What follows belongs to an exercise in optimizing a design on an open flow for small area; a production flow would make more cautious choices.
The RTL was checked by simulation tests, not by an equivalence proof against the original design.
Power figures rest on the tool's default switching activity, not on a simulated workload.

v13:
==> flow/design.v (excerpt) <==
module exe (clk, rst, o_p, instr, imem_addr, imem_data, dmem_addr, dmem_wdata,
            dmem_we, dmem_re, dmem_rdata);
    input         clk;
    input         rst;
    output reg [31:0] o_p;
    output [31:0] instr;
    output [31:0] imem_addr;
    input  [31:0] imem_data;
    output [31:0] dmem_addr;
    output [31:0] dmem_wdata;
    output        dmem_we;
    output        dmem_re;
    input  [31:0] dmem_rdata;
    reg [31:0] instr_q;
    reg [29:0] pc;                  
    reg [31:0] rf [1:31];           
    wire [31:0] wdata;
    wire [4:0]  wreg;
    wire        rf_we;
    assign instr     = instr_q;
    assign imem_addr = {pc, 2'b00};
    wire regwrite, regdest, memwrite, memread, use_imm, imm_zext, sub;
    wire sel_add, sel_slt, sel_sltu, sel_and, sel_or, sel_xor, sel_nor;
    wire sel_sll, sel_srl, sel_sra, branch, jump;
    decode u_dec (
        .instr(instr_q), .regwrite(regwrite), .regdest(regdest),
        .memwrite(memwrite), .memread(memread), .use_imm(use_imm),
        .imm_zext(imm_zext), .sub(sub), .sel_add(sel_add), .sel_slt(sel_slt),
        .sel_sltu(sel_sltu), .sel_and(sel_and), .sel_or(sel_or),
        .sel_xor(sel_xor), .sel_nor(sel_nor), .sel_sll(sel_sll),
        .sel_srl(sel_srl), .sel_sra(sel_sra), .branch(branch), .jump(jump));
    wire [4:0]  rs  = instr_q[25:21];
    wire [4:0]  rt  = instr_q[20:16];
    wire [4:0]  rd  = instr_q[15:11];
    wire [15:0] imm = instr_q[15:0];
    wire [4:0] rs_f = imem_data[25:21];
    wire [4:0] rt_f = imem_data[20:16];
    reg [7:0] rs_lo, rt_lo;
    reg [3:0] rs_hi, rt_hi;
    integer k, h;
    always @(posedge clk) begin
        for (k = 0; k < 8; k = k + 1) begin
            rs_lo[k] <= (rs_f[2:0] == k);
            rt_lo[k] <= (rt_f[2:0] == k);
        end
        for (h = 0; h < 4; h = h + 1) begin
            rs_hi[h] <= ~rst & (rs_f[4:3] == h);
            rt_hi[h] <= ~rst & (rt_f[4:3] == h);
        end
    end
    wire [31:0] rf0 = 32'd0;
    reg [31:0] a, rtv;              
    reg [31:0] ga, gb;
    always @(*) begin
        a   = 32'd0;
        rtv = 32'd0;
        for (h = 0; h < 4; h = h + 1) begin
            ga = 32'd0;
            gb = 32'd0;
            for (k = 0; k < 8; k = k + 1)
  ...
Size in the first run: about 1100 flip-flops, roughly 230 I/O pins, about 0.055 mm² of cells after synthesis.
==> flow/config.mk <==
export PLATFORM = sky130hd
export DESIGN_NAME = exe
export DESIGN_NICKNAME = exe
export VERILOG_FILES = /design/flow/design.v
export SDC_FILE = /design/flow/constraint.sdc
export NUM_CORES = 8
export LEC_CHECK = 0
export CAP_MARGIN = 20
export CORE_MARGIN = 2
export CORE_UTILIZATION = 50
export SETUP_SLACK_MARGIN = 0.3
export SLEW_MARGIN = 20
==> flow/constraint.sdc <==
create_clock -name core_clock -period 8.5 [get_ports {clk}]
set_input_delay 1.7000 -clock core_clock [delete_from_list [all_inputs] [get_ports {clk}]]
set_output_delay 1.7000 -clock core_clock [all_outputs]
set_load 0.01 [all_outputs]
standard.sh (not shown) runs the stock make flow with config.mk's settings and CLKGATE_MAP_FILE= SYNTH_SCRIPT=/design/flow/synth_recipe.tcl, a recipe that flattens the netlist after the stock synthesis.
==> flow/flow/run.sh <==
#!/bin/bash
# Layout: the standard flow (synthesis unchanged) with two changes:
#  - ports are buffered with the smallest buffer (buf_1) instead of a delay cell,
#  - the clock tree uses clkbuf_8 with clusters of up to 30 sinks within 50 um
#    and no dummy loads.
# ORFS writes each tool's full log under orfs/logs/; make's output is in flow.log.
set -euo pipefail
bash standard.sh \
  "BUFFER_PORTS_ARGS=-buffer_cell sky130_fd_sc_hd__buf_1" \
  "CTS_ARGS=-sink_clustering_enable -repair_clock_nets -buf_list sky130_fd_sc_hd__clkbuf_8 -sink_clustering_size 30 -sink_clustering_max_diameter 50 -dont_use_dummy_load" \
  finish > flow.log 2>&1
What v36 does differently from v13 at the input level:
==> flow/flow/run.sh <==
#!/bin/bash
# Layout: the standard flow (synthesis unchanged) with these changes:
#  - ports are buffered with the smallest buffer (buf_1) instead of a delay cell,
#  - global placement packs cells to a density of 0.8 (shorter wires),
#  - the clock tree uses clkbuf_8 with clusters of up to 15 sinks within 60 um
#    and no dummy loads.
# ORFS writes each tool's full log under orfs/logs/; make's output is in flow.log.
set -euo pipefail
bash standard.sh \
  "BUFFER_PORTS_ARGS=-buffer_cell sky130_fd_sc_hd__buf_1" \
  PLACE_DENSITY=0.8 \
  "CTS_ARGS=-sink_clustering_enable -repair_clock_nets -buf_list sky130_fd_sc_hd__clkbuf_8 -sink_clustering_size 15 -sink_clustering_max_diameter 60 -dont_use_dummy_load" \
  finish > flow.log 2>&1
==> summary.txt <==
Taking v13 as the reference, in v36 met2 usage in global routing dropped 6.4 points, via count went up, core utilization fell 0.83 points.
v13 -> v36: post-synthesis adder-cell area fraction delta 0, exact match
Lower clock power was reported by v36, not v13.
Summary of v36 over v13: iteration count of the initial detailed-routing pass +7; final cell count -86.

==> afterwards: timing with drivers on the ports <==
In the flow no input, the clock included, has a driving cell. The finished layouts below were timed again as built, in two steps.
Step 1: set_driving_cell puts a clkbuf_16 on clk and a buf_2 on each other input, an assumption about the parent block.
Step 2, shift: input delay + t, output delay - t, t = (earliest + latest rising clock arrival at the registers) / 2. This alone moves slack from input paths to output paths.
Slacks: ideal ports / drivers / drivers and shift; pairs: ideal ports / drivers.
run	t, ns	setup WS [ns]	clock arrival spread, ns
v13	0.875	0.404 / 0.335 / 1.211	0.131 / 0.131
v36	0.816	0.350 / 0.286 / 1.102	0.094 / 0.093
After both steps setup and hold are still met in every run listed.
